Background: an optimization exercise with open tools, aiming at small area. Do not read the settings as production practice.
In this exercise RTL edits were held to simulation tests only and were not proved equivalent to the original.
No activity file was given, so power comes from the tool's default toggle rates.

## run.sh

```bash
#!/bin/bash
# synth_recipe.tcl (not shown) runs the flow's synth.tcl, then flattens the netlist and writes it again
# the make line also repeats each setting of config.mk as NAME=value (left out here)
make -C /OpenROAD-flow-scripts/flow DESIGN_CONFIG=/design/flow/config.mk WORK_HOME=/design/flow/orfs CLKGATE_MAP_FILE= SYNTH_SCRIPT=/design/flow/synth_recipe.tcl finish
```

## config.mk

```make
export PLATFORM = sky130hd
export DESIGN_NAME = ols_core
export DESIGN_NICKNAME = ols_core
export VERILOG_FILES = /design/flow/design.v
export SDC_FILE = /design/flow/constraint.sdc
export NUM_CORES = 4
export LEC_CHECK = 0
export CAP_MARGIN = 20
export CORE_MARGIN = 2
export CORE_UTILIZATION = 40
export SLEW_MARGIN = 20
```

## constraint.sdc

```tcl
create_clock -name core_clock -period 10.0 [get_ports {clock}]
set_input_delay 2.0000 -clock core_clock [delete_from_list [all_inputs] [get_ports {clock}]]
set_output_delay 2.0000 -clock core_clock [all_outputs]
set_load 0.01 [all_outputs]
```

## design.v

```verilog
module dly_signal (clk, indata, outdata);
parameter WIDTH = 1;
input clk;
input [WIDTH-1:0] indata;
output [WIDTH-1:0] outdata;
reg [WIDTH-1:0] outdata, next_outdata;
always @(posedge clk) outdata <= next_outdata;
always @*
begin
  next_outdata = indata;
end
endmodule
module pipeline_stall (clk, reset, datain, dataout);
parameter WIDTH = 1;
parameter DELAY = 1;
input clk, reset;
input [WIDTH-1:0] datain;
output [WIDTH-1:0] dataout;
reg [(WIDTH*DELAY)-1:0] dly_datain, next_dly_datain;
assign dataout = dly_datain[(WIDTH*DELAY)-1 : WIDTH*(DELAY-1)];
always @ (posedge clk)
begin
  if (reset)
    dly_datain <= 0;
  else dly_datain <= next_dly_datain;
end
always @*
begin
  next_dly_datain = {dly_datain, datain};
end
endmodule
module full_synchronizer (clk, reset, datain, dataout);
parameter WIDTH = 1;
input clk, reset;
input [WIDTH-1:0] datain;
output [WIDTH-1:0] dataout;
pipeline_stall #(WIDTH,2) sync (clk, reset, datain, dataout);
endmodule
module reset_sync (clk, hardreset, reset);
input clk, hardreset;
output reset;
reg [3:0] reset_reg, next_reset_reg;
assign reset = reset_reg[3];
always @ (posedge clk)
begin
  if (hardreset)
    reset_reg <= 4'hF;
  else reset_reg <= next_reset_reg;
end
always @*
begin
  next_reset_reg = {reset_reg,1'b0};
end
endmodule
module ddr_inbuf (clk, pad, indata, indata180);
parameter WIDTH=32;
input clk;
input [WIDTH-1:0] pad;
output [WIDTH-1:0] indata;
output [WIDTH-1:0] indata180;
reg [WIDTH-1:0] indata, indata180, next_indata;
always @(posedge clk) indata <= next_indata;
always @(negedge clk) indata180 <= next_indata;
always @* begin next_indata = pad; end
endmodule
module filter (clock, indata, indata180, outdata);
input clock;
input [31:0] indata;
input [31:0] indata180;
output [31:0] outdata;
reg [31:0] dly_indata, next_dly_indata; 
reg [31:0] dly_indata180, next_dly_indata180; 
reg [31:0] outdata, next_outdata;
always @(posedge clock) 
begin
  outdata <= next_outdata;
  dly_indata <= next_dly_indata;
  dly_indata180 <= next_dly_indata180;
end
always @*
begin
  next_outdata = (outdata | dly_indata | indata) & dly_indata180;
  next_dly_indata = indata;
  next_dly_indata180 = indata180;
end
endmodule
module demux(clock, indata, indata180, outdata);
input clock;
input [15:0] indata;
input [15:0] indata180;
output [31:0] outdata;
reg [15:0] dly_indata180, next_dly_indata180;
assign outdata = {dly_indata180,indata};
always @(posedge clock) 
begin
  dly_indata180 <= next_dly_indata180;
end
always @*
begin
  next_dly_indata180 = indata180;
end
endmodule
module sync (clock, reset, indata, intTestMode, numberScheme, filter_mode, demux_mode, falling_edge, outdata);
input clock;
input reset;
input [31:0] indata;
input intTestMode;
input numberScheme;
input filter_mode;
input demux_mode;
input falling_edge;
output [31:0] outdata;
dly_signal sampled_intTestMode_reg (clock, intTestMode, sampled_intTestMode);
dly_signal sampled_numberScheme_reg (clock, numberScheme, sampled_numberScheme);
wire [31:0] sync_indata, sync_indata180;
ddr_inbuf inbuf (clock, indata, sync_indata, sync_indata180);
reg [7:0] testcount, next_testcount;
always @ (posedge clock)
  if (reset) testcount <= 0;
  else testcount <= next_testcount;
always @* begin next_testcount = testcount+1'b1; end
wire [7:0] testcount1 = {
  testcount[0],testcount[1],testcount[2],testcount[3],
  testcount[4],testcount[5],testcount[6],testcount[7]};
wire [7:0] testcount2 = {
  testcount[3],testcount[2],testcount[1],testcount[0],
  testcount[4],testcount[5],testcount[6],testcount[7]};
wire [7:0] testcount3 = {
  testcount[3],testcount[2],testcount[1],testcount[0],
  testcount[7],testcount[6],testcount[5],testcount[4]};
wire [31:0] itm_count;
dly_signal #(32) sampled_testcount_reg (clock, {testcount3,testcount2,testcount1,testcount}, itm_count);
wire [31:0] itm_indata = (sampled_intTestMode) ? itm_count : sync_indata;
wire [31:0] itm_indata180 = (sampled_intTestMode) ? ~itm_count : sync_indata180;
wire [31:0] demuxL_indata; 
demux demuxL (
  .clock(clock),
  .indata(itm_indata[15:0]), 
  .indata180(itm_indata180[15:0]), 
  .outdata(demuxL_indata));
wire [31:0] demuxH_indata; 
demux demuxH (
  .clock(clock),
  .indata(itm_indata[31:16]), 
  .indata180(itm_indata180[31:16]), 
  .outdata(demuxH_indata));
wire [31:0] demux_indata = (sampled_numberScheme) ? {demuxH_indata[15:0],demuxH_indata[31:16]} : demuxL_indata;
wire [31:0] filtered_indata; 
filter filter (
  .clock(clock), 
  .indata(itm_indata),
  .indata180(itm_indata180),
  .outdata(filtered_indata));
reg [1:0] select, next_select;
reg [31:0] selectdata, next_selectdata;
reg [31:0] outdata;
always @(posedge clock) 
begin
  select <= next_select;
  selectdata <= next_selectdata;
end
always @*
begin
  if (demux_mode)
    next_select = 2'b10;
  else if (filter_mode)
    next_select = 2'b11;
  else next_select = {1'b0,falling_edge};
  case (select) 
    2'b00 : next_selectdata = itm_indata;
    2'b01 : next_selectdata = itm_indata180;
    2'b10 : next_selectdata = demux_indata;
    2'b11 : next_selectdata = filtered_indata;
  endcase
  outdata = (sampled_numberScheme) ? {selectdata[15:0],selectdata[31:16]} : selectdata;
end
endmodule
module async_fifo (clock, reset, reset_core, wrdata, data_valid, data_out);
input clock;
input reset;			 
output reset_core;
input [31:0] wrdata;
output data_valid;
output [31:0] data_out;
reg [3:0] rst_cnt;
reg avail;
reg data_valid;
reg [31:0] dly0, dly1, dly2, dly3;
reg [31:0] data_out;
assign reset_core = rst_cnt[3];
always @(posedge clock)
begin
  if (reset) rst_cnt <= 4'd11;
  else if (|rst_cnt) rst_cnt <= rst_cnt - 1'b1;
  avail <= ~|rst_cnt;
  data_valid <= avail & ~rst_cnt[3];
  dly0 <= wrdata;
  dly1 <= dly0;
  dly2 <= dly1;
  dly3 <= dly2;
  data_out <= avail ? dly3 : 32'h0;
end
endmodule
module decoder(
  clock, execute, opcode,
  wrtrigmask, wrtrigval, wrtrigcfg, wrtrigedge,
  wrspeed, wrsize, wrFlags,
  wrTrigSelect, wrTrigChain,
  finish_now,
  arm_basic, arm_adv, resetCmd);
input clock;
input execute;
input [7:0] opcode;
output [3:0] wrtrigmask;
output [3:0] wrtrigval;
output [3:0] wrtrigcfg;
output [3:0] wrtrigedge;
output wrspeed;
output wrsize;
output wrFlags;
output wrTrigSelect;
output wrTrigChain;
output finish_now;
output arm_basic;
output arm_adv;
output resetCmd;
reg resetCmd, next_resetCmd;
reg arm_basic, next_arm_basic;
reg arm_adv, next_arm_adv;
reg [3:0] wrtrigmask, next_wrtrigmask;
reg [3:0] wrtrigval, next_wrtrigval;
reg [3:0] wrtrigcfg, next_wrtrigcfg;
reg [3:0] wrtrigedge, next_wrtrigedge;
reg wrspeed, next_wrspeed;
reg wrsize, next_wrsize;
reg wrFlags, next_wrFlags;
reg finish_now, next_finish_now;
reg wrTrigSelect, next_wrTrigSelect;
reg wrTrigChain, next_wrTrigChain;
reg dly_execute, next_dly_execute;
always @(posedge clock) 
begin
  resetCmd <= next_resetCmd;
  arm_basic <= next_arm_basic;
  arm_adv <= next_arm_adv;
  wrtrigmask <= next_wrtrigmask;
  wrtrigval <= next_wrtrigval;
  wrtrigcfg <= next_wrtrigcfg;
  wrtrigedge <= next_wrtrigedge;
  wrspeed <= next_wrspeed;
  wrsize <= next_wrsize;
  wrFlags <= next_wrFlags;
  finish_now <= next_finish_now;
  wrTrigSelect <= next_wrTrigSelect;
  wrTrigChain <= next_wrTrigChain;
  dly_execute <= next_dly_execute;
end
always @*
begin
  next_resetCmd = 1'b0;
  next_arm_basic = 1'b0;
  next_arm_adv = 1'b0;
  next_wrtrigmask = 4'b0000;
  next_wrtrigval = 4'b0000;
  next_wrtrigcfg = 4'b0000;
  next_wrtrigedge = 4'b0000;
  next_wrspeed = 1'b0;
  next_wrsize = 1'b0;
  next_wrFlags = 1'b0;
  next_finish_now = 1'b0;
  next_wrTrigSelect = 1'b0;
  next_wrTrigChain = 1'b0;
  next_dly_execute = execute;
  if (execute & !dly_execute)
    case(opcode)
      8'h00 : next_resetCmd = 1'b1;
      8'h01 : next_arm_basic = 1'b1;
      8'h02 :; 
      8'h03 :; 
      8'h04 :; 
      8'h05 : next_finish_now = 1'b1;
      8'h06 :; 
      8'h0F : next_arm_adv = 1'b1;
      8'h11 :; 
      8'h13 :; 
      8'h80 : next_wrspeed = 1'b1;
      8'h81 : next_wrsize = 1'b1;
      8'h82 : next_wrFlags = 1'b1;
      8'h9E : next_wrTrigSelect = 1'b1;
      8'h9F : next_wrTrigChain = 1'b1;
      8'hC0 : next_wrtrigmask[0] = 1'b1;
      8'hC1 : next_wrtrigval[0] = 1'b1;
      8'hC2 : next_wrtrigcfg[0] = 1'b1;
      8'hC3 : next_wrtrigedge[0] = 1'b1;
      8'hC4 : next_wrtrigmask[1] = 1'b1;
      8'hC5 : next_wrtrigval[1] = 1'b1;
      8'hC6 : next_wrtrigcfg[1] = 1'b1;
      8'hC7 : next_wrtrigedge[1] = 1'b1;
      8'hC8 : next_wrtrigmask[2] = 1'b1;
      8'hC9 : next_wrtrigval[2] = 1'b1;
      8'hCA : next_wrtrigcfg[2] = 1'b1;
      8'hCB : next_wrtrigedge[2] = 1'b1;
      8'hCC : next_wrtrigmask[3] = 1'b1;
      8'hCD : next_wrtrigval[3] = 1'b1;
      8'hCE : next_wrtrigcfg[3] = 1'b1;
      8'hCF : next_wrtrigedge[3] = 1'b1;
    endcase
end
endmodule
module flags(
  clock, reset, wrFlags, config_data,
  finish_now,
  flags_reg);
input clock;
input reset;
input wrFlags;
input [31:0] config_data;
input finish_now;
output [31:0] flags_reg;
reg [31:0] flags_reg, next_flags_reg;
always @(posedge clock) 
begin
  if (reset) flags_reg <= 0;
  else flags_reg <= next_flags_reg;
end
always @*
begin
  next_flags_reg = (wrFlags) ? config_data : flags_reg;
  if (finish_now) next_flags_reg[8] = 1'b0;
end
endmodule
module sampler (
  clock, reset, extClock_mode, 
  wrDivider, config_data, 
  validIn, dataIn, 
  validOut, dataOut, ready50);
input clock; 			 
input reset;			 
input extClock_mode;		 
input wrDivider; 		 
input [23:0] config_data; 	 
input validIn;			 
input [31:0] dataIn; 		 
output validOut; 		 
output [31:0] dataOut; 		 
output ready50;
parameter TRUE = 1'b1;
parameter FALSE = 1'b0;
reg validOut, next_validOut;
reg [31:0] dataOut, next_dataOut;
reg ready50, next_ready50;  
reg [23:0] divider, next_divider; 
reg [23:0] counter, next_counter;	 
wire counter_zero = ~|counter;
always @ (posedge clock) 
begin
  if (reset)
    begin
      divider <= 0;
      counter <= 0;
      validOut <= 0;
      dataOut <= 0;
    end
  else
    begin
      divider <= next_divider;
      counter <= next_counter;
      validOut <= next_validOut;
      dataOut <= next_dataOut;
    end
end
always @*
begin
  next_divider = divider;
  next_counter = counter;
  next_validOut = FALSE;
  next_dataOut = dataOut;
  if (extClock_mode)
    begin
      next_validOut = validIn;
      next_dataOut = dataIn;
    end
  else if (validIn && counter_zero)
    begin
      next_validOut = TRUE;
      next_dataOut = dataIn;
    end
  if (wrDivider)
    begin
      next_divider = config_data[23:0];
      next_counter = next_divider;
      next_validOut = FALSE;  
    end
  else if (validIn) 
    if (counter_zero)
      next_counter = divider;
    else next_counter = counter-1'b1;
end
always @(posedge clock) 
begin
  ready50 <= next_ready50;
end
always @*
begin
  next_ready50 = ready50;
  if (wrDivider)
    next_ready50 = FALSE;  
  else if (counter_zero)
    next_ready50 = TRUE;
  else if (counter == divider[23:1])
    next_ready50 = FALSE;
end
endmodule
module stage(
  clock, reset, dataIn, validIn,
  wrMask, wrValue, wrEdge, 
  wrConfig, config_data,
  arm, demux_mode, level,
  run, match);
parameter TRUE = 1'b1;
parameter FALSE = 1'b0;
input clock, reset;
input validIn;
input [31:0] dataIn;		 
input wrMask;			 
input wrValue;		 
input wrEdge;			 
input wrConfig;			 
input [31:0] config_data;	 
input arm;
input demux_mode;
input [1:0] level;
output run;
output match;
reg [31:0] dataIn_dlyd;
reg validIn_dlyd;
reg [31:0] maskRegister, next_maskRegister;
reg [31:0] valueRegister, next_valueRegister;
reg [31:0] edgeRegister, next_edgeRegister;
reg [27:0] configRegister, next_configRegister;
reg [15:0] counter, next_counter; 
reg [31:0] shiftRegister, next_shiftRegister;
reg match32Register, next_match32Register;
reg run, next_run;
reg match, next_match;
wire cfgStart = configRegister[27];
wire cfgSerial = configRegister[26];
wire [4:0] cfgChannel = configRegister[24:20];
wire [1:0] cfgLevel = configRegister[17:16];
wire [15:0] cfgDelay = configRegister[15:0];
always @ (posedge clock)
  if (wrConfig) begin
    dataIn_dlyd <= 0;
    validIn_dlyd <= 0;
  end else begin
    dataIn_dlyd <= validIn ? dataIn : dataIn_dlyd;
    validIn_dlyd <= validIn | validIn_dlyd;
  end
always @ (posedge clock)
  if (reset) begin
    maskRegister <= 0;
    valueRegister <= 0;
    edgeRegister <= 0;
    configRegister <= 0;
  end else begin
    maskRegister <= next_maskRegister;
    valueRegister <= next_valueRegister;
    edgeRegister <= next_edgeRegister;
    configRegister <= next_configRegister;
  end
always @*
begin
  next_maskRegister = (wrMask) ? config_data : maskRegister;
  next_valueRegister = (wrValue) ? config_data : valueRegister;
  next_edgeRegister = (wrEdge) ? config_data : edgeRegister;
  next_configRegister = (wrConfig) ? config_data[27:0] : configRegister;
end
wire [31:0] testValue = (cfgSerial) ? shiftRegister : dataIn;
wire [31:0] edgeMatch, bitMatch;
genvar i;
generate
  for(i = 0 ; i < 32 ; i = i + 1)
    begin: bitgen
      assign edgeMatch[i] = validIn_dlyd & (valueRegister[i] ? (dataIn[i] & ~dataIn_dlyd[i]) : (~dataIn[i] & dataIn_dlyd[i]));
      assign bitMatch[i] = ~maskRegister[i] | ((edgeRegister[i] & ~cfgSerial) ? edgeMatch[i] : (~testValue[i] ^ valueRegister[i]));
    end
endgenerate
wire matchL16 = &bitMatch[15:0];
wire matchH16 = &bitMatch[31:16];
always @(posedge clock) 
begin
  match32Register <= next_match32Register;
end
always @*
begin
  if (demux_mode) 
    next_match32Register = matchL16 | matchH16;
  else next_match32Register = matchL16 & matchH16;
end
wire serialChannelL16 = dataIn[{1'b0,cfgChannel[3:0]}];
wire serialChannelH16 = dataIn[{1'b1,cfgChannel[3:0]}];
always @(posedge clock) 
begin
  shiftRegister <= next_shiftRegister;
end
always @*
begin
  next_shiftRegister = shiftRegister;
  if (validIn)
    if (demux_mode)  
      next_shiftRegister = {shiftRegister,serialChannelH16,serialChannelL16};
    else next_shiftRegister = {shiftRegister, (cfgChannel[4]) ? serialChannelH16 : serialChannelL16};
end
parameter [1:0]
  OFF = 2'h0,
  ARMED = 2'h1,
  MATCHED = 2'h2;
reg [1:0] state, next_state;
always @(posedge clock) 
begin
  if (reset) 
    begin
      state <= OFF;
      counter <= 0;
      match <= FALSE;
      run <= FALSE;
    end
  else 
    begin
      state <= next_state;
      counter <= next_counter;
      match <= next_match;
      run <= next_run;
    end
end
always @*
begin
  next_state = state;
  next_counter = counter;
  next_match = FALSE;
  next_run = FALSE;
  case (state)  
    OFF : 
      begin
        if (arm) next_state = ARMED;
      end
    ARMED : 
      begin
        next_counter = cfgDelay;
        if (match32Register && (level >= cfgLevel)) 
          next_state = MATCHED;
      end
    MATCHED : 
      begin
        if (validIn)
	  begin
            next_counter = counter-1'b1;
            if (~|counter)
	      begin
                next_run = cfgStart;
                next_match = ~cfgStart;
                next_state = OFF;
              end
	  end
      end
  endcase
end
endmodule
module trigger(
  clock, reset, 
  dataIn, validIn, 
  wrMask, wrValue,
  wrConfig, wrEdge,
  config_data,
  arm, demux_mode, 
  capture, run);
input clock, reset;
input validIn;
input [31:0] dataIn;		 
input [3:0] wrMask;		 
input [3:0] wrValue;		 
input [3:0] wrConfig;		 
input [3:0] wrEdge;		 
input [31:0] config_data;	 
input arm;
input demux_mode;
output capture;			 
output run;			 
reg capture, next_capture;
reg [1:0] levelReg, next_levelReg;
wire [3:0] stageRun;
wire run = |stageRun;
wire [3:0] stageMatch;
stage stage0 (
  .clock(clock), .reset(reset), .dataIn(dataIn), .validIn(validIn), 
  .wrMask(wrMask[0]), .wrValue(wrValue[0]), .wrEdge(wrEdge[0]), 
  .wrConfig(wrConfig[0]), .config_data(config_data),
  .arm(arm), .level(levelReg), .demux_mode(demux_mode),
  .run(stageRun[0]), .match(stageMatch[0]));
stage stage1 (
  .clock(clock), .reset(reset), .dataIn(dataIn), .validIn(validIn), 
  .wrMask(wrMask[1]), .wrValue(wrValue[1]), .wrEdge(wrEdge[1]), 
  .wrConfig(wrConfig[1]), .config_data(config_data),
  .arm(arm), .level(levelReg), .demux_mode(demux_mode),
  .run(stageRun[1]), .match(stageMatch[1]));
stage stage2 (
  .clock(clock), .reset(reset), .dataIn(dataIn), .validIn(validIn), 
  .wrMask(wrMask[2]), .wrValue(wrValue[2]), .wrEdge(wrEdge[2]), 
  .wrConfig(wrConfig[2]), .config_data(config_data),
  .arm(arm), .level(levelReg), .demux_mode(demux_mode),
  .run(stageRun[2]), .match(stageMatch[2]));
stage stage3 (
  .clock(clock), .reset(reset), .dataIn(dataIn), .validIn(validIn), 
  .wrMask(wrMask[3]), .wrValue(wrValue[3]), .wrEdge(wrEdge[3]), 
  .wrConfig(wrConfig[3]), .config_data(config_data),
  .arm(arm), .level(levelReg), .demux_mode(demux_mode),
  .run(stageRun[3]), .match(stageMatch[3]));
always @(posedge clock) 
begin : P2
  if (reset) 
    begin
      capture <= 1'b0;
      levelReg <= 2'b00;
    end
  else 
    begin
      capture <= next_capture;
      levelReg <= next_levelReg;
    end
end
always @*
begin
  next_capture = arm | capture;
  next_levelReg = levelReg;
  if (|stageMatch) next_levelReg = levelReg + 1;
end
endmodule
module delay_fifo (
  clock, 
  validIn, dataIn,
  validOut, dataOut);
parameter DELAY = 3;	 
parameter WIDTH = 32;
input clock;
input validIn;
input [WIDTH-1:0] dataIn;
output validOut;
output [WIDTH-1:0] dataOut;
reg [WIDTH:0] shift [0:DELAY-1];
integer k;
always @(posedge clock)
begin
  shift[0] <= {validIn, dataIn};
  for (k=1; k<DELAY; k=k+1) shift[k] <= shift[k-1];
end
assign {validOut, dataOut} = shift[DELAY-1];
endmodule
module data_align(
  clock, disabledGroups, 
  validIn, dataIn, 
  validOut, dataOut);
input clock;
input [3:0] disabledGroups;
input validIn;
input [31:0] dataIn;
output validOut;
output [31:0] dataOut;
reg [1:0] insel0, next_insel0;
reg [1:0] insel1, next_insel1;
reg insel2, next_insel2;
reg [31:0] dataOut, next_dataOut;
reg validOut, next_validOut;
always @ (posedge clock)
begin
  dataOut <= next_dataOut;
  validOut <= next_validOut;
end
always @*
begin
  next_dataOut = dataIn;
  next_validOut = validIn;
  case (insel0[1:0])
    2'h1 : next_dataOut[7:0] = dataIn[15:8];
    2'h2 : next_dataOut[7:0] = dataIn[23:16];
    2'h3 : next_dataOut[7:0] = dataIn[31:24];
  endcase
  case (insel1[1:0])
    2'h1 : next_dataOut[15:8] = dataIn[23:16];
    2'h2 : next_dataOut[15:8] = dataIn[31:24];
  endcase
  case (insel2)
    1'b1 : next_dataOut[23:16] = dataIn[31:24];
  endcase
end
always @(posedge clock) 
begin
  insel0 <= next_insel0;
  insel1 <= next_insel1;
  insel2 <= next_insel2;
end
always @*
begin
  next_insel0 = 2'h0;
  next_insel1 = 2'h0;
  next_insel2 = 1'b0;
  case (disabledGroups)
    4'b0001 : begin next_insel2 = 1'b1; next_insel1=2'h1; next_insel0=2'h1; end
    4'b0010 : begin next_insel2 = 1'b1; next_insel1=2'h1; end
    4'b0100 : begin next_insel2 = 1'b1; end
    4'b0011 : begin next_insel1=2'h2; next_insel0=2'h2; end
    4'b0101 : begin next_insel1=2'h2; next_insel0=2'h1; end
    4'b1001 : begin next_insel1=2'h1; next_insel0=2'h1; end
    4'b0110 : begin next_insel1=2'h2; end
    4'b1010 : begin next_insel1=2'h1; end
    4'b1100 : begin next_insel1=2'h0; end
    4'b0111 : next_insel0 = 2'h3;
    4'b1011 : next_insel0 = 2'h2;
    4'b1101 : next_insel0 = 2'h1;
  endcase
end
endmodule
module rle_enc(
  clock, reset, 
  enable, arm, 
  rle_mode, demux_mode, disabledGroups, 
  dataIn, validIn, 
  dataOut, validOut);
input clock, reset;
input enable, arm;
input [1:0] rle_mode;
input demux_mode;
input [3:0] disabledGroups;
input [31:0] dataIn;
input validIn;
output [31:0] dataOut;
output validOut;
localparam TRUE = 1'b1;
localparam FALSE = 1'b0;
localparam RLE_COUNT = 1'b1;
reg active, next_active;
reg mask_flag, next_mask_flag;
reg [1:0] mode, next_mode;
reg [30:0] data_mask, next_data_mask;
reg [30:0] last_data, next_last_data;
reg last_valid, next_last_valid;
reg [31:0] dataOut, next_dataOut;
reg validOut, next_validOut;
reg [30:0] count, next_count;		 
reg [8:0] fieldcount, next_fieldcount;	 
reg [1:0] track, next_track;		 
wire [30:0] inc_count = count+1'b1;
wire count_zero = ~|count;
wire count_gt_one = track[1];
wire count_full = (count==data_mask);
reg demux_mismatch;
reg mismatch;
wire [30:0] masked_dataIn = dataIn & data_mask;
wire rle_repeat_mode = 0;  
always @ (posedge clock)
begin
  mode <= next_mode;
  data_mask <= next_data_mask;
end
always @*
begin
  next_mode = 2'h3;  
  case (disabledGroups)
    4'b1110,4'b1101,4'b1011,4'b0111 : next_mode = 2'h0;  
    4'b1100,4'b1010,4'b0110,4'b1001,4'b0101,4'b0011 : next_mode = 2'h1;  
    4'b1000,4'b0100,4'b0010,4'b0001 : next_mode = 2'h2;  
  endcase
  next_data_mask = demux_mode ? 32'h7FFF7FFF : 32'h7FFFFFFF;
  case (mode)
    2'h0 : next_data_mask = 32'h0000007F;
    2'h1 : next_data_mask = demux_mode ? 32'h00007F7F : 32'h00007FFF;
    2'h2 : next_data_mask = 32'h007FFFFF;
  endcase
end
always @ (posedge clock)
begin
  if (reset)
    begin
      active <= 0;
      mask_flag <= 0;
    end
  else 
    begin
      active <= next_active;
      mask_flag <= next_mask_flag;
    end
end
always @ (posedge clock)
begin
  count <= next_count;
  fieldcount <= next_fieldcount;
  track <= next_track;
  dataOut <= next_dataOut;
  validOut <= next_validOut;
  last_data <= next_last_data;
  last_valid <= next_last_valid;
end
always @*
begin
  next_active = active | (enable && arm);
  next_mask_flag = mask_flag | (enable && arm);  
  next_dataOut = (mask_flag) ? masked_dataIn : dataIn;
  next_validOut = validIn;
  next_last_data = (validIn) ? masked_dataIn : last_data; 
  next_last_valid = FALSE;
  next_count = count & {31{active}};
  next_fieldcount = fieldcount & {9{active}};
  next_track = track & {2{active}};
  mismatch = |(masked_dataIn^last_data);  
  if (demux_mode)
    begin
      case (mode)
        2'h0 : demux_mismatch = 0;  
        2'h1 : demux_mismatch = (dataIn[14:8] != dataIn[6:0]);
        2'h2 : demux_mismatch = 0;  
        2'h3 : demux_mismatch = (dataIn[30:16] != dataIn[14:0]);
      endcase
    end
  else
    demux_mismatch = 0;
  if (active)
    begin
      next_validOut = FALSE;
      next_last_valid = last_valid | validIn;
      if (validIn && last_valid)
        if (!enable || mismatch || demux_mismatch || count_full)  
          begin
	    next_active = enable;
            next_validOut = TRUE;
            next_dataOut = {RLE_COUNT,count};
            case (mode)
              2'h0 : next_dataOut = {RLE_COUNT,count[6:0]};
              2'h1 : next_dataOut = {RLE_COUNT,count[14:0]};
              2'h2 : next_dataOut = {RLE_COUNT,count[22:0]};
            endcase
            if (!count_gt_one) next_dataOut = last_data;
	    next_fieldcount = fieldcount+1'b1;  
	    next_count = (mismatch || demux_mismatch || ~rle_mode[1] || ~rle_mode[0] & fieldcount[8]) ? 0 : 1;
	    next_track = next_count[1:0];
          end
        else  
	  begin
            next_count = inc_count;
	    if (count_zero)  
	      begin
		next_fieldcount = 0;
		next_validOut = TRUE;
	      end
	    if (rle_repeat_mode && count_zero) next_count = 2;
	    next_track = {|track,1'b1};
	  end
    end
end
endmodule
module controller(
  clock, reset, run,
  wrSize, config_data,
  validIn, dataIn, busy, arm, 
  send, memoryWrData, memoryRead, 
  memoryWrite, memoryLastWrite);
input clock;
input reset;
input run;
input wrSize;
input [31:0] config_data;
input validIn;
input [31:0] dataIn;
input busy;
input arm;
output send;
output [31:0] memoryWrData;
output memoryRead;
output memoryWrite;
output memoryLastWrite;
reg [15:0] fwd, next_fwd;  
reg [15:0] bwd, next_bwd;
reg send, next_send;
reg memoryRead, next_memoryRead;
reg memoryWrite, next_memoryWrite;
reg memoryLastWrite, next_memoryLastWrite;
reg [17:0] counter, next_counter; 
wire [17:0] counter_inc = counter+1'b1;
reg [31:0] memoryWrData, next_memoryWrData;
always @(posedge clock) 
begin
  memoryWrData <= next_memoryWrData;
end
always @*
begin
  next_memoryWrData = dataIn;
end
parameter [2:0]
  IDLE =     3'h0,
  SAMPLE =   3'h1,
  DELAY =    3'h2,
  READ =     3'h3,
  READWAIT = 3'h4;
reg [2:0] state, next_state; 
always @(posedge clock) 
begin
  if (reset)
    begin
      state <= IDLE;
      memoryWrite <= 1'b0;
      memoryLastWrite <= 1'b0;
      memoryRead <= 1'b0;
    end
  else 
    begin
      state <= next_state;
      memoryWrite <= next_memoryWrite;
      memoryLastWrite <= next_memoryLastWrite;
      memoryRead <= next_memoryRead;
    end
end
always @(posedge clock)
begin
  counter <= next_counter;
  send <= next_send;
end
always @*
begin
  next_state = state;
  next_counter = counter;
  next_memoryWrite = 1'b0;
  next_memoryLastWrite = 1'b0;
  next_memoryRead = 1'b0;
  next_send = 1'b0;
  case(state)
    IDLE :
      begin
        next_counter = 0;
        next_memoryWrite = 1;
	if (run) next_state = DELAY;
	else if (arm) next_state = SAMPLE;
      end
    SAMPLE : 
      begin
        next_counter = 0;
        next_memoryWrite = validIn;
        if (run) next_state = DELAY;
      end
    DELAY : 
      begin
	if (validIn)
	  begin
	    next_memoryWrite = 1'b1;
            next_counter = counter_inc;
            if (counter == {fwd,2'b11}) 	 
	      begin				 
		next_memoryLastWrite = 1'b1;	 
		next_counter = 0;
		next_state = READ;
	      end
	  end
      end
    READ : 
      begin
        next_memoryRead = 1'b1;
        next_send = 1'b1;
        if (counter == {bwd,2'b11}) 
	  begin
            next_counter = 0;
            next_state = IDLE;
          end
        else 
	  begin
            next_counter = counter_inc;
            next_state = READWAIT;
          end
      end
    READWAIT : 
      begin
        if (!busy && !send) next_state = READ;
      end
  endcase
end
always @(posedge clock) 
begin
  fwd <= next_fwd;
  bwd <= next_bwd;
end
always @*
begin
  next_fwd = fwd;
  next_bwd = bwd;
  if (wrSize) 
    begin
      next_fwd = config_data[31:16];
      next_bwd = config_data[15:0];
    end
end
endmodule
module ols_core(
  clock, extReset, 
  extTriggerIn, 
  opcode, config_data, execute, indata, outputBusy, 
  sampleReady50, outputSend, stableInput,
  memoryWrData, memoryRead, memoryWrite, memoryLastWrite,
  extTriggerOut, armLEDnn, 
  triggerLEDnn, wrFlags, extTestMode);
input clock;
input extReset;			 
input [7:0] opcode;		 
input [31:0] config_data;
input execute;			 
input [31:0] indata;		 
input outputBusy;
input extTriggerIn;
output sampleReady50;
output outputSend;
output [31:0] stableInput;
output [31:0] memoryWrData;
output memoryRead;
output memoryWrite;
output memoryLastWrite;
output extTriggerOut;
output armLEDnn;
output triggerLEDnn;
output wrFlags;
output extTestMode;
wire [31:0] syncedInput;
wire [3:0] wrtrigmask; 
wire [3:0] wrtrigval; 
wire [3:0] wrtrigcfg;
wire [3:0] wrtrigedge;
wire wrDivider; 
wire wrsize; 
wire sample_valid;
wire [31:0] sample_data; 
wire dly_sample_valid;
wire [31:0] dly_sample_data;
wire aligned_data_valid;
wire [31:0] aligned_data;
wire rle_data_valid; 
wire [31:0] rle_data;
wire arm_basic, arm_adv;
wire arm = arm_basic | arm_adv;
wire resetCmd;
wire reset = extReset | resetCmd;
wire reset_core;
wire [31:0] flags_reg;
wire demux_mode = flags_reg[0];                     
wire filter_mode = flags_reg[1];                    
wire [3:0] disabledGroups = flags_reg[5:2];         
wire extClock_mode = flags_reg[6];                  
wire falling_edge = flags_reg[7];                   
wire rleEnable = flags_reg[8];                      
wire numberScheme = flags_reg[9];                   
wire extTestMode = flags_reg[10] && !numberScheme;  
wire intTestMode = flags_reg[11];                   
wire [1:0] rle_mode = flags_reg[15:14];             
wire run_basic, run; 
dly_signal extTriggerIn_reg (clock, extTriggerIn, sampled_extTriggerIn);
dly_signal extTriggerOut_reg (clock, run, extTriggerOut);
assign run = run_basic | sampled_extTriggerIn;
reg armLEDnn, next_armLEDnn;
reg triggerLEDnn, next_triggerLEDnn;
always @(posedge clock) 
begin
  armLEDnn <= next_armLEDnn;
  triggerLEDnn <= next_triggerLEDnn;
end
always @*
begin
  next_armLEDnn = armLEDnn;
  next_triggerLEDnn = triggerLEDnn;
  if (arm) 
    begin
      next_armLEDnn = ~1'b1;
      next_triggerLEDnn = ~1'b0;
    end
  else if (run) 
    begin
      next_armLEDnn = ~1'b0;
      next_triggerLEDnn = ~1'b1;
    end
end
decoder decoder(
  .clock(clock),
  .execute(execute),
  .opcode(opcode),
  .wrtrigmask(wrtrigmask),
  .wrtrigval(wrtrigval),
  .wrtrigcfg(wrtrigcfg),
  .wrtrigedge(wrtrigedge),
  .wrspeed(wrDivider),
  .wrsize(wrsize),
  .wrFlags(wrFlags),
  .wrTrigSelect(wrTrigSelect),
  .wrTrigChain(wrTrigChain),
  .finish_now(finish_now),
  .arm_basic(arm_basic),
  .arm_adv(arm_adv),
  .resetCmd(resetCmd));
flags flags(
  .clock(clock),
  .reset(extReset),
  .wrFlags(wrFlags),
  .config_data(config_data),
  .finish_now(finish_now),
  .flags_reg(flags_reg));
sync sync(
  .clock(clock),
  .reset(extReset),
  .indata(indata),
  .intTestMode(intTestMode),
  .numberScheme(numberScheme),
  .filter_mode(filter_mode),
  .demux_mode(demux_mode),
  .falling_edge(falling_edge),
  .outdata(syncedInput));
async_fifo async_fifo(
  .clock(clock), .reset(reset), .reset_core(reset_core),
  .wrdata(syncedInput),
  .data_valid(stableValid), .data_out(stableInput));
sampler sampler(
  .clock(clock),
  .reset(extReset),
  .extClock_mode(extClock_mode),
  .wrDivider(wrDivider),
  .config_data(config_data[23:0]),
  .validIn(stableValid),
  .dataIn(stableInput),
  .validOut(sample_valid),
  .dataOut(sample_data),
  .ready50(sampleReady50));
trigger trigger(
  .clock(clock),
  .reset(reset_core),
  .validIn(sample_valid),
  .dataIn(sample_data),
  .wrMask(wrtrigmask),
  .wrValue(wrtrigval),
  .wrConfig(wrtrigcfg),
  .wrEdge(wrtrigedge),
  .config_data(config_data),
  .arm(arm_basic),
  .demux_mode(demux_mode),
  .run(run_basic),
  .capture(capture_basic));
wire capture = capture_basic;
delay_fifo #(.DELAY(3)) delay_fifo (
  .clock(clock),
  .validIn(sample_valid),
  .dataIn(sample_data),
  .validOut(dly_sample_valid),
  .dataOut(dly_sample_data));
data_align data_align (
  .clock(clock),
  .disabledGroups(disabledGroups),
  .validIn(dly_sample_valid && capture),
  .dataIn(dly_sample_data),
  .validOut(aligned_data_valid),
  .dataOut(aligned_data));
rle_enc rle_enc (
  .clock(clock),
  .reset(reset_core),
  .enable(rleEnable),
  .arm(arm),
  .rle_mode(rle_mode),
  .demux_mode(demux_mode),
  .disabledGroups(disabledGroups),
  .validIn(aligned_data_valid),
  .dataIn(aligned_data),
  .validOut(rle_data_valid),
  .dataOut(rle_data));
pipeline_stall #(.DELAY(2)) dly_arm_reg (
  .clk(clock), 
  .reset(reset_core), 
  .datain(arm), 
  .dataout(dly_arm));
pipeline_stall #(.DELAY(1)) dly_run_reg (
  .clk(clock), 
  .reset(reset_core), 
  .datain(run), 
  .dataout(dly_run));
controller controller(
  .clock(clock),
  .reset(reset_core),
  .run(dly_run),
  .wrSize(wrsize),
  .config_data(config_data),
  .validIn(rle_data_valid),
  .dataIn(rle_data),
  .arm(dly_arm),
  .busy(outputBusy),
  .send(outputSend),
  .memoryWrData(memoryWrData),
  .memoryRead(memoryRead),
  .memoryWrite(memoryWrite),
  .memoryLastWrite(memoryLastWrite));
endmodule
```

==> results of run 1 <==
per-stage QoR:
stage               cells  hold WS, ns  setup WS, ns  power, uW  util [%]
floorplan            6421        0.310          2.90       7280         -
global placement     8410        0.310          2.41       7440      42.2
detailed placement   8410        0.312          2.40       7450      42.2
CTS                  8764        0.315          3.23      13900      45.7
global route         8765        0.319          3.22      14200      45.7
finish               8765        0.309          3.19      13800      45.7
cells in the mapped netlist, types with 70 or more instances:
cell | n | share of area (%)
a211oi_1 | 151 | 1.7
a21oi_1 | 288 | 2.2
a22oi_1 | 129 | 1.5
a31oi_1 | 148 | 1.4
and2_1 | 70 | 0.66
clkbuf_1 | 376 | 2.1
dfxtp_1 | 1469 | 44
edfxtp_1 | 209 | 9.5
inv_1 | 133 | 0.76
mux2_2 | 190 | 3.2
mux2i_1 | 577 | 8.7
nand2_1 | 428 | 2.4
nand2b_1 | 170 | 1.6
nand3_1 | 72 | 0.55
nor2_1 | 737 | 4.2
o21ai_0 | 283 | 2.1
xnor2_1 | 102 | 1.4
xor2_1 | 204 | 2.7
per-layer routing:
metal  vias up  global-route usage, %  share of wire, %
li1      22700                      -                 -
met1     23500                   30.7                46
met2      1595                   34.4                45
met3       307                   3.83               6.6
met4         4                   7.14               2.9
met5         -                      0             0.013
power groups by stage:
stage          sequential, uW  combinational (uW)  clock [uW]
2_1_floorplan            7090                 171        20.2
3_3_place_gp             7110                 312        20.2
3_5_place_dp             7110                 317        20.2
4_1_cts                  6970                 319        6640
5_1_grt                  6970                 341        6930
6_report                 6970                 321        6520
final timing paths:
check	start	endpoint	slack [ns]	depth (start not counted)
hold / removal	async_fifo.dly1[27]	async_fifo.dly2[27]	0.31	0
setup reg to reg	sync.inbuf.indata180[24]	sync.selectdata[24]	3.94	4
setup / recovery	indata[23]	sync.inbuf.indata180[23]	3.19	1
hold reg to reg	async_fifo.dly1[27]	async_fifo.dly2[27]	0.31	0
logic make-up (layout without fill, tap and decap cells):
kind of cell,Yosys count,after routing
AND/OR/NAND/NOR,1769,1769
flip-flops,1678,1678
AO/OA/AOI/OAI,1227,1227
multiplexers,816,816
buffers and inverters,578,732
XOR/XNOR,306,306
adder cells (fa/ha/maj),47,47
other,0,1
area by class of cell:
| class | instances | area (um^2) | share of cell area, % |
|---|---|---|---|
| Sequential cell | 1678 | 35700 | 47.4 |
| Multi-Input combinational cell | 4165 | 28300 | 37.5 |
| Clock buffer | 238 | 4920 | 6.53 |
| Tap cell | 2189 | 2740 | 3.64 |
| Timing Repair Buffer | 245 | 2210 | 2.93 |
| Clock inverter | 117 | 948 | 1.26 |
| Inverter | 132 | 495 | 0.658 |
| Antenna cell | 1 | 2.50 | 0.00332 |
layout by cell type, fill, tap and decap left out, drive strengths merged, types with 18 or more instances in the layout:
cell / n
mux4: 49
nor2: 737
a31oi: 148
dfxtp: 1469
xor2: 204
nor2b: 45
a221oi: 19
nor3: 53
nor4: 41
a22oi: 129
a211oi: 151
or4: 18
a311oi: 18
o21ai: 284
a22o: 27
clkbuf: 238
inv: 180
nand2b: 170
nand2: 428
and2: 71
mux2i: 577
o31a: 33
buf: 102
mux2: 190
a21oi: 288
nand4: 53
nand3: 72
clkinv: 55
edfxtp: 209
clkdlybuf4s50: 143
ha: 42
xnor2: 102
and3: 20
==> results.txt, run 1 <==
- Antenna violations before repair: 15
- TritonCTS clock tree: yes
- Simple-Gate Fraction of Synth Area: between 10% and 20%
- Synth Area in Adders: less than 1%
- Clk buf depth: 3
- Post-DP HPWL: 122000 um
- Total CTS buffers: approximately 170
- Yosys cell types: 74
- Crit Path Class: in -> reg
- Final hold viol count: 0
- Main synth FF type: dfxtp_1
- Pwr dens: roughly 180 mW/mm^2
- Slew headroom: between 20% and 30%
- Worst hold path class: reg -> reg
- Max Cap Viol: 0
- Post-route DRC violation count: 0
- Total vias in the final route: between 40000 and 50000
- Fraction of layout cells with a size suffix above 1: about a tenth
- Clk sinks: around 1700
- Die area: 0.169 mm^2
- Worst Tran Pin Value: roughly 1.2 ns
- CP Max Fanout: 2
- Die height: about 400 um
- Post-DP Area: 0.0694 mm^2
- Worst-path clk slew: about 0.060 ns
- Core area: roughly 0.16 mm^2
- TritonRoute pass-1 iters: 6
- Clock latency (worst-skew pair): 0.82 ns
- Critical path arrival: approximately 2.5 ns
- Layout filler cell count: 15300
- Post-cts sizing count: 0
- First-pass GRT wire length: roughly 290000 um
- Die W: about 410 um
- Leakage Power: roughly 0.026 uW
- Cells after Synth: about 6400
- Routed wire length: 191000 um
- # setup viols final: 0
- Most flop-heavy register: delay_fifo.shift
- Status: finished clean
- Setup Fix Bufs, Post-CTS: 0
- Seq pwr share: roughly half
- Req. time, crit path: ~5.6 ns
- Critical path cell sequence: clkdlybuf4s50_1
- Mean Syn Cell Area: around 10 um^2
- 1st-iter DRT viols: between 4000 and 5000
- Largest family of logic cells by synthesized area: multiplexers
- Fin. max-slew vios: 0
- Port Buffers: 150
- Mapped Area: ~0.066 mm^2
- WL per Instance: approximately 22 um
- Mux share of post-synthesis cell area: about 14%
- Comb power frac: between 2 and 2.5%
- Max stage delay cell, worst path: clkdlybuf4s50_1
- Syn nets: ~6500
- Antenna Nets Post-Route: 0
- # IOs: 151
- Slowest stage delay, CP: 0.45 ns
- Final net count: between 6000 and 7000
- Final GP Congestion: roughly 0.88
- Max VDD drop: ~0.24 mV
- Vias in the first global route: ~45000
- Cell area after layout: about 0.075 mm^2
- Post-synthesis sequential area ratio: 54.0%
- Compound-Gate Fraction of Synth Area: a little under an eighth
- Synth Area in XOR/XNOR: 4.05%
- Switching pwr: around 3100 uW
- Aggregate global-route resource usage: 22.0%
- CTS H-Tree Depth: 4
- Starting Density: around 40%
- Max reg flops: between 90 and 100
- Nature of the critical path startpoint: input port
- Remaining global-route overflow: 0
- EDFF count, synth: approximately 210
- Vias per std cell: 5.48
- Hold Buf Count CTS: 0
- Yosys Warn Count: 30
- Buffers and inverters on the worst path: 1
- Setup crit end kind: flip-flop
- Largest net degree at the start of global routing: about 220
- # rows: between 100 and 150
- Fin Setup TNS: 0 ns
- Seq cells post-synth: 1678
- Setup repair after global routing missed its margin: no
- Pint: between 10000 and 15000 uW
- Synth-to-layout area growth: 13.9%
- CTS root buf: clkbuf_16
- Switching Share: a little under a quarter
- FFs w/ async S/R, synth: 0%
- Family with the most delay on the worst path: buffers and inverters
- Clk pwr share: 47.2%
- Clk_skew: ~0.054 ns
==> run 2, diff against run 1 <==
--- a/design.v
+++ b/design.v
@@ -412,7 +412,7 @@
 end
 endmodule
 module stage(
-  clock, reset, dataIn, validIn,
+  clock, reset, dataIn, validIn, dataIn_dlyd,
   wrMask, wrValue, wrEdge, 
   wrConfig, config_data,
   arm, demux_mode, level,
@@ -422,6 +422,7 @@
 input clock, reset;
 input validIn;
 input [31:0] dataIn;		 
+input [31:0] dataIn_dlyd;	 
 input wrMask;			 
 input wrValue;		 
 input wrEdge;			 
@@ -432,7 +433,6 @@
 input [1:0] level;
 output run;
 output match;
-reg [31:0] dataIn_dlyd;
 reg validIn_dlyd;
 reg [31:0] maskRegister, next_maskRegister;
 reg [31:0] valueRegister, next_valueRegister;
@@ -449,13 +449,8 @@
 wire [1:0] cfgLevel = configRegister[17:16];
 wire [15:0] cfgDelay = configRegister[15:0];
 always @ (posedge clock)
-  if (wrConfig) begin
-    dataIn_dlyd <= 0;
-    validIn_dlyd <= 0;
-  end else begin
-    dataIn_dlyd <= validIn ? dataIn : dataIn_dlyd;
-    validIn_dlyd <= validIn | validIn_dlyd;
-  end
+  if (wrConfig) validIn_dlyd <= 0;
+  else validIn_dlyd <= validIn | validIn_dlyd;
 always @ (posedge clock)
   if (reset) begin
     maskRegister <= 0;
@@ -590,27 +585,29 @@
 reg [1:0] levelReg, next_levelReg;
 wire [3:0] stageRun;
 wire run = |stageRun;
+reg [31:0] dataIn_dlyd;
+always @(posedge clock) if (validIn) dataIn_dlyd <= dataIn;
 wire [3:0] stageMatch;
 stage stage0 (
-  .clock(clock), .reset(reset), .dataIn(dataIn), .validIn(validIn), 
+  .clock(clock), .reset(reset), .dataIn(dataIn), .validIn(validIn), .dataIn_dlyd(dataIn_dlyd),
   .wrMask(wrMask[0]), .wrValue(wrValue[0]), .wrEdge(wrEdge[0]), 
   .wrConfig(wrConfig[0]), .config_data(config_data),
   .arm(arm), .level(levelReg), .demux_mode(demux_mode),
   .run(stageRun[0]), .match(stageMatch[0]));
 stage stage1 (
-  .clock(clock), .reset(reset), .dataIn(dataIn), .validIn(validIn), 
+  .clock(clock), .reset(reset), .dataIn(dataIn), .validIn(validIn), .dataIn_dlyd(dataIn_dlyd),
   .wrMask(wrMask[1]), .wrValue(wrValue[1]), .wrEdge(wrEdge[1]), 
   .wrConfig(wrConfig[1]), .config_data(config_data),
   .arm(arm), .level(levelReg), .demux_mode(demux_mode),
   .run(stageRun[1]), .match(stageMatch[1]));
 stage stage2 (
-  .clock(clock), .reset(reset), .dataIn(dataIn), .validIn(validIn), 
+  .clock(clock), .reset(reset), .dataIn(dataIn), .validIn(validIn), .dataIn_dlyd(dataIn_dlyd),
   .wrMask(wrMask[2]), .wrValue(wrValue[2]), .wrEdge(wrEdge[2]), 
   .wrConfig(wrConfig[2]), .config_data(config_data),
   .arm(arm), .level(levelReg), .demux_mode(demux_mode),
   .run(stageRun[2]), .match(stageMatch[2]));
 stage stage3 (
-  .clock(clock), .reset(reset), .dataIn(dataIn), .validIn(validIn), 
+  .clock(clock), .reset(reset), .dataIn(dataIn), .validIn(validIn), .dataIn_dlyd(dataIn_dlyd),
   .wrMask(wrMask[3]), .wrValue(wrValue[3]), .wrEdge(wrEdge[3]), 
   .wrConfig(wrConfig[3]), .config_data(config_data),
   .arm(arm), .level(levelReg), .demux_mode(demux_mode),
--- a/config.mk
+++ b/config.mk
@@ -8,4 +8,6 @@
 export CAP_MARGIN = 20
 export CORE_MARGIN = 2
 export CORE_UTILIZATION = 40
+export CTS_BUF_LIST = sky130_fd_sc_hd__clkbuf_4
+export CTS_CLUSTER_SIZE = 30
 export SLEW_MARGIN = 20
==> run 2 against run 1 <==
Effect of this change:
- still clean
- clock power is 13% lower
- design area shrank 1.6%
- first-iteration DRC count down 21%
- final cell count is 6.7% higher
- hold slack worse by 0.13 ns
- sequential power decreased by 6.0%
- highest routed layer is now met4
==> results.txt, run 2 <==
- Status: finished clean
- Mean Syn Cell Area: 9.85 um^2 (-4.3%)
- Die area: 0.167 mm^2 (-1.0%)
- Max reg flops: 99 (unchanged)
- CTS root buf: clkbuf_4
- CTS H-Tree Depth: 5 (+1)
- Worst hold path class: reg -> reg
- Largest net degree at the start of global routing: 220 (+0.46%)
- Critical path cell sequence: clkdlybuf4s50_1
- Main synth FF type: dfxtp_1
- Crit Path Class: in -> reg
- Fraction of layout cells with a size suffix above 1: 14.8% (+4.7 points)
- Area fraction of the dominant cell type after synthesis: 41.0% (-3.5 points)
- Routed wire length: 185000 um (-3.2%)
- Final net count: 6976 (+6.6%)
- FFs w/ async S/R, synth: 0% (unchanged)
- # IOs: 151 (unchanged)
- TritonCTS clock tree: yes
- Fin Setup TNS: 0 ns (unchanged)
- Slew headroom: 20.8% (-1.8 points)
- Most frequent cells in the layout: dfxtp_1 (1312), nor2_1 (909), clkbuf_4 (619), mux2i_1 (568), nand2_1 (510)
- Final hold viol count: 0 (unchanged)
- Die height: 408 um (-0.51%)
- EDFF count, synth: 241 (+15%)
- First-pass GRT wire length: 281000 um (-1.8%)
- Req. time, crit path: 6.01 ns (+0.37 ns)
- Most flop-heavy register: delay_fifo.shift
- Core area: 0.163 mm^2 (-1.2%)
- Leakage Power: 0.0261 uW (+0.62%)
- GR Layer Usage met3: 4.34% (+0.51 points)
- Fin. max-slew vios: 0 (unchanged)
- Hold slack: 0.178 ns (-0.131 ns)
- TritonRoute pass-1 iters: 7 (+1)
- Yosys Warn Count: 30 (unchanged)
- Critical R2R Launch: sync.inbuf.indata180[5]
- Top cells by count, synth: dfxtp_1 (1341), nor2_1 (909), mux2i_1 (568), nand2_1 (510), a21oi_1 (379)
- FF-to-FF setup slack: 4.15 ns (+0.21 ns)
- Seq cells post-synth: 1582 (-5.7%)
- Slowest stage delay, CP: 0.41 ns (-0.04 ns)
- GR peak layer: met2
- Die W: 408 um (-0.51%)
- # setup viols final: 0 (unchanged)
- Area leader, netlist: dfxtp_1
- Yosys cell types: 78 (+5.4%)
- Port Buffers: 150 (unchanged)
- Pwr dens: 168 mW/mm^2 (-8.5%)
- Post-DP HPWL: 119000 um (-2.5%)
- Clk buf depth: 4 (+1)
- Levels on crit path: 1 (unchanged)
- Total CTS buffers: 417 (+140%)
- Mapped Area: 0.0654 mm^2 (-1.0%)
- Layout filler cell count: 15600 (+2.0%)
- Clk sinks: 1582 (-5.7%)
- # rows: 148 (-0.67%)
- Total vias in the final route: 49200 (+2.4%)
- Most common cell in the netlist: dfxtp_1
- Max stage delay cell, worst path: clkdlybuf4s50_1
- Remaining global-route overflow: 0 (unchanged)
- Cells after Synth: 6640 (+3.4%)
- Fin util: 45.6% (-0.19 points)
- Leading post-synthesis cells by cell area: dfxtp_1 (41%), edfxtp_1 (11%), mux2i_1 (8.7%)
- Setup repair after global routing missed its margin: no
- Syn nets: 6759 (+3.3%)
- WL per Instance: 19.8 um (-9.3%)
- CP Max Fanout: 2 (unchanged)
- 1st-iter DRT viols: 3538 (-21%)
- Vias in the first global route: 47400 (+4.3%)
- Buffers and inverters on the worst path: 1 (unchanged)
- Critical path arrival: 2.41 ns (-0.04 ns)
- Critical path destination: sync.inbuf.indata180[14]
- Worst-path clk slew: 0.07 ns (about the same)
- Post-route DRC violation count: 0 (unchanged)
- Family with the most delay on the worst path: buffers and inverters
- Post-synthesis sequential area ratio: 52.1% (-1.9 points)
- Met2 usage: 34.9% (+0.50 points)
- Post-cts sizing count: 0 (unchanged)
- Hold Buf Count CTS: 0 (unchanged)
- Starting Density: 40.2% (+0.087 points)
- Max Cap Viol: 0 (unchanged)
- Aggregate global-route resource usage: 21.6% (-0.38 points)
- Clock latency (worst-skew pair): 1.33 ns (+0.51 ns)
- Worst Tran Pin Value: 1.19 ns (+0.0263 ns)
- Setup crit end kind: flip-flop
- Capture point of the worst reg-to-reg path: sync.selectdata[5]
- Clk_skew: 0.203 ns (+0.149 ns)
- Met1 usage: 28.6% (-2.1 points)
- Max VDD drop: 0.142 mV (-41%)
- Final GP Congestion: 0.854 (-3.1%)
- Vias per std cell: 5.26 (-4.0%)
- Crit. Startpoint: indata[14]
- Worst R2R Path Depth: 4 (unchanged)
- Setup Fix Bufs, Post-CTS: 0 (unchanged)
- Antenna violations before repair: 2 (-13)
- Nature of the critical path startpoint: input port
- Antenna Nets Post-Route: 0 (unchanged)
- Most common cell after layout, fill and taps aside: dfxtp_1
- Synth-to-layout area growth: 13.2%
[run 2: changes by cell type after synthesis, moves of 82 or more]
cell      previous run  this run
nor2_1             737       909
a31oi_1            148        19
dfxtp_1           1469      1341
a211oi_1           151        28
nor3_1              52       167
o211ai_1            10       125
xnor2_1            102       206
a22oi_1            129        32
a21oi_1            288       379
nand2b_1           170        83
nand2_1            428       510
[run 2: area by class of cell]
type	instances	area, um^2	share of cell area [%]
sequential	1582	34100	46.1
multi-input combinational	4420	29000	39.1
clock buffer	619	4650	6.27
tap	2175	2720	3.67
timing repair buffer	249	2290	3.09
clock inverter	147	698	0.943
inverter	155	582	0.785
antenna	7	17.5	0.0236
[run 2: through the flow]
stage,area [um^2],std cells,power [uW],setup slack [ns]
after floorplan,65400,6640,6820,2.90
after global placement,68600,8578,6940,2.44
after detailed placement,68700,8580,6950,2.43
after CTS,74000,9345,12600,3.77
after global routing,74100,9353,12900,3.69
final,74100,9354,12400,3.59
[run 2: worst min-delay path by stage]
stage	startpoint	to	slack [ns]	cells after the start
final	async_fifo.dly0[24]	async_fifo.dly1[24]	0.18	0
after CTS	async_fifo.dly0[24]	async_fifo.dly1[24]	0.16	0
after detailed placement	async_fifo.dly0[11]	async_fifo.dly1[11]	0.31	0
after global placement	async_fifo.dly0[10]	async_fifo.dly1[10]	0.31	0
after floorplan	async_fifo.dly0[0]	async_fifo.dly1[0]	0.31	0
after global routing	async_fifo.dly0[24]	async_fifo.dly1[24]	0.19	0
[run 2: power by group]
| part | internal [uW] | leakage [uW] | switching (uW) |
|---|---|---|---|
| combinational | 72.4 | 0.00959 | 171 |
| sequential | 6510 | 0.0132 | 32.5 |
| clock | 2940 | 0.00328 | 2700 |
| total | 9530 | 0.0261 | 2900 |
[run 2: layer usage]
layer	vias to the layer above	share of wire [%]
li1	23700	-
met2	1554	46
met1	23700	45
met5	-	0
met4	0	2.6
met3	340	6.2
[run 2: logic make-up after synthesis]
group / after synthesis / synth area share (%)
XOR/XNOR: 405 / 5.42
AO/OA/AOI/OAI: 1021 / 9.51
multiplexers: 790 / 13.3
flip-flops: 1582 / 52.1
adder cells (fa/ha/maj): 47 / 0.880
AND/OR/NAND/NOR: 2157 / 15.1
buffers and inverters: 638 / 3.70
